This is an optimization exercise on Yosys and OpenROAD, whose aim is small area, not a production implementation. Only simulation tests tie the RTL to the original design; equivalence was not proved. Power is estimated from default activity; no workload was simulated.

==> flow/design.v <==
module arbiter (
    input  wire clk,
    input  wire reset,
    input  wire req_1,
    input  wire req_2,
    output wire grant_1,
    output wire grant_2
);
	reg grant_1_reg;
	reg grant_2_reg;
	assign grant_1 = grant_1_reg;
	assign grant_2 = grant_2_reg;
	reg [3:0] grant_1_cnt;
	always @(posedge clk) begin
		if (reset) grant_1_cnt <= 'd0;
		else if (grant_1_reg) grant_1_cnt <= (grant_1_cnt == 'd5) ? 'd5 : (grant_1_cnt + 'd1);
		else if (grant_2_reg) grant_1_cnt <= 'd0;
	end
	always @(posedge clk) begin	
		if (reset) begin	
			grant_1_reg <= 0;
			grant_2_reg <= 0;
		end
		else begin
			case ({req_2, req_1})
				2'b01: begin
						grant_1_reg <= 1;
						grant_2_reg <= 0;
				end
				2'b10: begin
					grant_1_reg <= 0;
					grant_2_reg <= 1;
				end
				2'b11: begin
					if (grant_1_cnt != 'd5) begin
						grant_1_reg <= 1;
						grant_2_reg <= 0;
					end else begin
						grant_1_reg <= 0;
						grant_2_reg <= 1;
					end
				end
				2'b00: begin
					grant_1_reg <= 0;
					grant_2_reg <= 0;
				end
			endcase
		end
	end
endmodule
module shared_resource (
	input 	wire	clk,
	input 	wire	reset,
	input 	wire [31:0] resource_input,
	output 	wire [31:0] resource_output
);
	reg [31:0] mem_out;
	assign resource_output = mem_out;
	always @(posedge clk) begin
		if (reset) begin
			mem_out <= 'd0;
		end
		else begin	
			case (resource_input)
				'd1  : mem_out <= 'd92;
				'd2  : mem_out <= 'd48;
				'd3  : mem_out <= 'd41;
				'd4  : mem_out <= 'd33;
				'd5  : mem_out <= 'd28;
				'd6  : mem_out <= 'd35;
				'd7  : mem_out <= 'd86;
				'd8  : mem_out <= 'd41;
				'd9  : mem_out <= 'd57;
				'd10 : mem_out <= 'd67;
				'd11 : mem_out <= 'd12;
				'd12 : mem_out <= 'd27;
				'd13 : mem_out <= 'd6;
				'd14 : mem_out <= 'd77;
				'd15 : mem_out <= 'd89;
				'd16 : mem_out <= 'd14;
				'd17 : mem_out <= 'd67;
				'd18 : mem_out <= 'd85;
				'd19 : mem_out <= 'd64;
				'd20 : mem_out <= 'd86;
				'd21 : mem_out <= 'd7;
				'd22 : mem_out <= 'd7;
				'd23 : mem_out <= 'd91;
				'd24 : mem_out <= 'd69;
				'd25 : mem_out <= 'd86;
				'd26 : mem_out <= 'd46;
				'd27 : mem_out <= 'd34;
				'd28 : mem_out <= 'd5;
				'd29 : mem_out <= 'd92;
				'd30 : mem_out <= 'd25;
				'd31 : mem_out <= 'd97;
				'd32 : mem_out <= 'd25;
				'hFFFFFFFF : 	mem_out <= 'hFFFFFFFF;
				default:		mem_out <= 'hFFFFFFFF;
			endcase
		end
	end
endmodule
module pipeline_unit #
(
	parameter TRANS = 'd10
)
(
    input  wire         clk,
    input  wire         reset,
    input  wire [31:0]  inputs,
    input  wire         in_valid,
    input  wire         flush,
    output wire [31:0]  outputs, 
    output wire         out_valid
);
	reg [31:0] 	data 	[2:0];
	reg			valid 	[2:0];
	integer cnt_data;
	integer cnt_valid;
	always @(posedge clk) begin	
		if (reset) begin
			for (cnt_data = 0 ; cnt_data < 3; cnt_data = cnt_data + 1) begin
				data[cnt_data] <= 'hFFFFFFFF;
			end
		end
		else if (flush) begin
			for (cnt_data = 0 ; cnt_data < 3; cnt_data = cnt_data + 1) begin
				data[cnt_data] <= 'hFFFFFFFF;
			end
		end
		else begin
			if (in_valid) begin
				data[0] <= inputs;
			end
			data[1] 	<= data[0] + TRANS;
			data[2]		<= data[1] + ^TRANS;
		end
	end
	always @(posedge clk) begin
		if (reset) begin
			for (cnt_valid = 0; cnt_valid < 3; cnt_valid = cnt_valid + 1) begin
				valid[cnt_valid] <= 0;
			end
		end
		else if (flush) begin
			for (cnt_valid = 0; cnt_valid < 3; cnt_valid = cnt_valid + 1) begin
				valid[cnt_valid] <= 0;
			end
		end
		else begin
			valid[0] <= in_valid;
			valid[2] <= valid[1];
			valid[1] <= valid[0];
		end
	end
	assign outputs = flush ? 'hFFFFFFFF : data[2];
	assign out_valid = flush ? 0 : valid[2];
endmodule
module buffer_slots (
    input  wire        clk,
    input  wire        reset,
    input  wire [31:0] inputs,
    input  wire        stall,
	input  wire		   push,
    output reg [31:0]  outputs,
	output reg		   valid,
    output wire        to_stall_mgmt
);
	reg [31:0] stall_slots [7:0];
	reg stalled;
	assign to_stall_mgmt = stalled;
	always @(posedge clk) begin
		if (reset) begin
			stalled <= 0;
		end else begin
			if (stall) stalled <= 1;
			else stalled <= 0;
		end
	end
	reg [4:0] wr_ptr, rd_ptr;
	reg [4:0] count;
	always @(posedge clk) begin
		if (reset) begin
			count <= 'd0;
			wr_ptr <= 'd0;
			rd_ptr <= 'd0;
			outputs <= 'hFFFFFFFF;
			valid <= 0;
		end
		else begin
			if (push) begin
				if (!stall) begin
					outputs <= inputs;
					valid	<= 1;
				end else begin
					valid <= 0;
					stall_slots[wr_ptr[2:0]] <= inputs;
					wr_ptr 	<= wr_ptr + 'd1;
					count	<= count + 'd1;
				end
			end else begin
				if (count == 'd0) begin
					valid <= 0;
					outputs <= 'hFFFFFFFF;
				end 
				else if (count != 'd0 && !stall) begin
					valid <= 1;
					outputs <= stall_slots[rd_ptr[2:0]];
					rd_ptr	<= rd_ptr + 'd1;
					count	<= count - 'd1;
				end
			end
		end
	end
endmodule
module pipeline_top (
    input  wire         clk,
    input  wire         reset,
    input  wire [31:0]  inputs,
    input  wire         in_valid,
    input  wire         flush,
    output wire [31:0]  outputs,
    output wire         out_valid,
    output wire         arbiter_req,
    input  wire         arbiter_grant,
    output wire [31:0]  resource_input,
    input  wire [31:0]  resource_output
);
    wire [31:0] pipeline_unit_outputs;
    wire stall_signal;
    wire to_stall_mgmt_signal;
    wire _in_valid, _out_valid;
	reg arbiter_req_delayed;
	always @(posedge clk) begin
		if (reset) begin
			arbiter_req_delayed <= 0;
		end else begin
			arbiter_req_delayed <= arbiter_req;
		end
	end
	assign stall_signal = arbiter_req_delayed && ~arbiter_grant;
    assign _in_valid  = in_valid;  
    pipeline_unit pipeline_unit_inst (
        .clk      (clk),
        .reset    (reset),
        .inputs   (inputs),
        .in_valid (_in_valid),
        .flush    (flush),
        .outputs  (pipeline_unit_outputs),
        .out_valid(_out_valid)
    );
    buffer_slots buffer_slots_inst (
        .clk           (clk),
        .reset         (reset),
        .inputs        (pipeline_unit_outputs),
		.push		   (_out_valid),
        .stall         (stall_signal),
        .outputs       (outputs),
		.valid		   (out_valid),
        .to_stall_mgmt (to_stall_mgmt_signal)
    );
    assign arbiter_req    = out_valid;  
    assign resource_input = pipeline_unit_outputs;  
endmodule
module pipeline_wrapped (
    input  wire        clk,
    input  wire        reset,
    input  wire [31:0] pipeline1_inputs,
    input  wire [31:0] pipeline2_inputs,
    input  wire [1:0]  in_valid,
    input  wire        flush_1,
    input  wire        flush_2,
    output wire [31:0] pipeline1_outputs,
    output wire [31:0] pipeline2_outputs,
    output wire [1:0]  out_valid
);
    wire arbiter_req_1;
    wire arbiter_req_2;
    wire arbiter_grant_1;
    wire arbiter_grant_2;
    wire [31:0] resource_input_1;
    wire [31:0] resource_input_2;
    wire [31:0] resource_output;
    arbiter arbiter_inst (
        .clk      (clk),
        .reset    (reset),
        .req_1    (arbiter_req_1),
        .req_2    (arbiter_req_2),
        .grant_1  (arbiter_grant_1),
        .grant_2  (arbiter_grant_2)
    );
    shared_resource shared_resource_inst (
        .clk             (clk),
        .reset           (reset),
        .resource_input  (arbiter_grant_1 ? resource_input_1 : (arbiter_grant_2 ? resource_input_2 : 'hFFFFFFFF)), 
        .resource_output (resource_output)
    );
    wire _in_valid_1, _out_valid_1;
    wire _in_valid_2, _out_valid_2;
    assign _in_valid_1  = in_valid[0]; 
    assign out_valid[0] = _out_valid_1;
    assign _in_valid_2  = in_valid[1];
    assign out_valid[1] = _out_valid_2;
	reg arbiter_grant_1_delayed;
	reg arbiter_grant_2_delayed;
	always @(posedge clk) begin
		arbiter_grant_1_delayed <= arbiter_grant_1;
		arbiter_grant_2_delayed <= arbiter_grant_2;
	end
    pipeline_top pipeline_1 (
        .clk      (clk),
        .reset    (reset),
        .inputs   (pipeline1_inputs),
        .in_valid (_in_valid_1),
        .flush    (flush_1),
        .outputs  (pipeline1_outputs),
        .out_valid(_out_valid_1),
        .arbiter_req      (arbiter_req_1),
        .arbiter_grant    (arbiter_grant_1),
        .resource_input   (resource_input_1),
        .resource_output  (flush_1 ? 'hFFFFFFFF : (arbiter_grant_1_delayed ? resource_output : 'hFFFFFFFF))
    );
    pipeline_top pipeline_2 (
        .clk      (clk),
        .reset    (reset),
        .inputs   (pipeline2_inputs),
        .in_valid (_in_valid_2),
        .flush    (flush_2),
        .outputs  (pipeline2_outputs),
        .out_valid(_out_valid_2),
        .arbiter_req      (arbiter_req_2),
        .arbiter_grant    (arbiter_grant_2),
        .resource_input   (resource_input_2),
        .resource_output  (flush_2 ? 'hFFFFFFFF : (arbiter_grant_2_delayed ? resource_output : 'hFFFFFFFF))
    );
endmodule
==> flow/run.sh <==
#!/bin/bash
# synth_recipe.tcl (not shown) runs the flow's synth.tcl, then flattens the netlist and writes it again
# the make line also repeats each setting of config.mk as NAME=value (left out here)
make -C /OpenROAD-flow-scripts/flow DESIGN_CONFIG=/design/flow/config.mk WORK_HOME=/design/flow/orfs CLKGATE_MAP_FILE= SYNTH_SCRIPT=/design/flow/synth_recipe.tcl finish
==> flow/config.mk <==
export PLATFORM = sky130hd
export DESIGN_NAME = pipeline_wrapped
export DESIGN_NICKNAME = pipeline_wrapped
export VERILOG_FILES = /design/flow/design.v
export SDC_FILE = /design/flow/constraint.sdc
export NUM_CORES = 4
export LEC_CHECK = 0
export CAP_MARGIN = 20
export CORE_MARGIN = 2
export CORE_UTILIZATION = 40
export SLEW_MARGIN = 20
==> flow/constraint.sdc <==
create_clock -name core_clock -period 5.0 [get_ports {clk}]
set_input_delay 1.0000 -clock core_clock [delete_from_list [all_inputs] [get_ports {clk}]]
set_output_delay 1.0000 -clock core_clock [all_outputs]
set_load 0.01 [all_outputs]
==> notes.md <==
## final timing paths
kind,end
min reg2reg,pipeline_2.pipeline_unit_inst.data[2][0]
max reg2reg,pipeline_2.buffer_slots_inst.stall_slots[6][5]
max,pipeline_2.buffer_slots_inst.stall_slots[6][5]
min,pipeline_2.pipeline_unit_inst.data[2][0]
## logic make-up (layout without fill, tap and decap cells)
group | after synthesis | in the layout | synth area share [%]
adders and majority gates | 16 | 16 | 0.693
muxes | 261 | 261 | 11.0
xor gates and xnor gates | 58 | 58 | 1.63
DFF | 812 | 812 | 68.8
AOI/OAI and AO/OA | 319 | 319 | 7.10
buffers and inverters | 188 | 384 | 2.60
and+or+nand+nor | 485 | 485 | 8.19
## cell type report
cell class              count  share of cell area [%]
flip-flops and latches    812                    58.4
multi-input cells        1139                    24.7
clock buffers             105                    6.24
repair buffers            176                    4.85
well taps                1040                    3.55
clock inverters            53                    1.81
inverters                  50                   0.512
## routing by layer
metal | part of all wire [%] | global-route usage [%]
met4 | 1.8 | 4.63
met3 | 5.0 | 3.02
met1 | 44 | 23.1
met5 | 0.019 | 0
met2 | 49 | 29.6
## Yosys cell counts, types with 24 or more instances
cell,number,share of area [%]
dfxtp_1,300,19
nor2b_1,28,0.56
a21oi_1,85,1.4
clkbuf_1,88,1.1
nand2_1,139,1.7
mux2i_1,197,6.3
inv_1,48,0.58
a211o_1,40,1.1
o32ai_1,24,0.68
buf_2,25,0.40
xor2_1,29,0.82
o22ai_1,64,1.3
mux4_2,64,4.6
a221o_1,40,1.3
edfxtp_1,512,49
or2_2,26,0.52
or3_1,81,1.6
nor2_1,95,1.1
o21ai_0,45,0.72
xnor2_1,29,0.82
## stage by stage
stage | total power [mW] | hold slack (ns) | worst slack [ns]
after floorplan | 10.5 | 0.384 | 0.474
after global placement | 11.8 | 0.391 | 1.46
after detailed placement | 11.9 | 0.388 | 1.37
after CTS | 18.4 | 0.402 | 1.83
after global routing | 19.0 | 0.419 | 1.74
final | 18.2 | 0.402 | 1.91
## power by group through the flow
stage | combinational [mW] | sequential (mW) | clock (mW)
detailed placement | 3.80 | 8.05 | 0
floorplan | 2.65 | 7.86 | 0
CTS | 3.82 | 7.91 | 6.66
finish | 3.79 | 7.89 | 6.52
global placement | 3.76 | 8.03 | 0
global route | 4.08 | 7.95 | 6.95
## worst max-delay path: stages (launching register included)
cell and delay, ns:
dfxtp_1 0.30, buf_4 0.28, nor2b_2 0.29, inv_2 0.15
or4_1 0.68, nor2_4 0.67, buf_4 0.36
==> qor.yml <==
max_freq_mhz: 323
placed_area_sq_um: 33500
drc: 0
cts_sinks: 812
cts_tree: "done"
initial_core_util_pct: 40.2
reg2reg_depth: 6
finalCoreUtilization_pct: 47.5
switchingPower_mw: 5.00
fin_crit_ns: 3.09
power_frac_clock_pct: 35.8
p_int_mw: 13.2
status: "no timing/DRC/antenna violations"
vias: 17900
gp_congestion: 0.817
slew_violations: 0
post_cts_buffers: 0
yosysSeqAreaShare_pct: 68.8
ys.flop_type: "edfxtp_1"
async_reset_ff_share_pct: 0
ctsResizeCount: 0
drt_first_pass_iters: 6
grt_overflow_total: 0
pwr-share-comb_pct: 20.8
final_area_sq_um: 36600
routed_wirelength_mm: 69.2
clock_path_buffers: 3
multi_input_area_sq_um: 9040
nets: 2349
ant_nets: 0
syn-cell-area_sq_um: 31100
p_per_area_nw_per_um2: 496
final_common_cell: "edfxtp_1"
ios: 136
cts_hold_buf: 0
synth.avg_cell_area_sq_um: 14.5
dieHeight_microns: 283
swShare_pct: 27.5
first_global_vias: 18100
cts_root_buffer: "clkbuf_16"
hold_class: "reg2reg"
globalRouteTotalUtil_pct: 17.4
worst_pin_slew_ns: 1.13
antenna_found_initial: 1
worstPathArrival_ns: 3.38
rsz0062_at_grt: "no"
min-delay-start: "pipeline_2.pipeline_unit_inst.data[1][0]"
core_sq_um: 77200
crit_start: "pipeline_2.pipeline_unit_inst.valid[2]"
reg2reg_setup_slack_ns: 1.91
power_frac_seq_pct: 43.3
r2r_start: "pipeline_2.pipeline_unit_inst.valid[2]"
placed_cells: 3209
yosys_warnings: 8
synth_cells: 2139
die_w_microns: 283
cts_buffers: 84
htreeDepth: 3
final_cells: 3375
synth-seq-cells: 812
relSlewSlack_pct: 24.7
hold_viol_final: 0
port-buffer-count: 135
drtIter0Drc: 1260
syn_to_final_growth_pct: 17.9
ir_drop_mv: 0.278
insertion_delay_ns: 0.65
critPathRequiredTime_ns: 5.29
antenna_cells: 0
clk_pin_slew_ns: 0.06
synth_edf_count: 512
drt-wirelength-per-cell_microns: 20.5
cap_violations: 0
finalSetupTns_ns: 0
grt_max_degree: 72
crit_path_end_kind: "flip-flop"
whs_path_depth: 1
yosys.cell_types.count: 62
synthesis.nets: 2225
hpwl_mm: 43.3
fin_skew_ns: 0.0496
setup_viol: 0
crit_fanout: 20
ff_latch_area_sq_um: 21400
die_area_sq_um: 79900
finalCritPeriodShare_pct: 61.8
crit_type: "reg2reg"
nFillCells: 6705
grt_pass1_wl_mm: 107
drive_above_1_share_pct: 13.2
power_leakage_nw: 12.3
startpoint_type: "flip-flop"
vias_per_cell: 5.29
num_rows: 102
final_cell_mix: "edfxtp_1, dfxtp_1, mux2i_1"

-- port drivers added, routing unchanged --
The results above use ideal ports. As a check the final layout listed here was re-extracted and re-timed, cells and wires unchanged.
Step 1 (the two cells are an assumption about what drives the block):
set clk [get_ports {clk}]
set_driving_cell -lib_cell sky130_fd_sc_hd__clkbuf_16 $clk
set_driving_cell -lib_cell sky130_fd_sc_hd__buf_2 [delete_from_list [all_inputs] $clk]
Step 2 times the ports against the registers' clock, not the clock port: input delays grow and output delays shrink by t, the midpoint of the rising clock arrivals with the driver on.
Slacks: no drivers / after step 1 / after step 2; pairs: no drivers / after step 1.
shift t [ns]: 0.689
setup WS [ns]: 1.908 / 1.908 / 1.436
worst setup path after step 2: input to register
After both steps setup and hold are still met in this run. For this run, drivers alone change the setup slack by 0.000 ns; drivers and shift together by -0.472 ns.
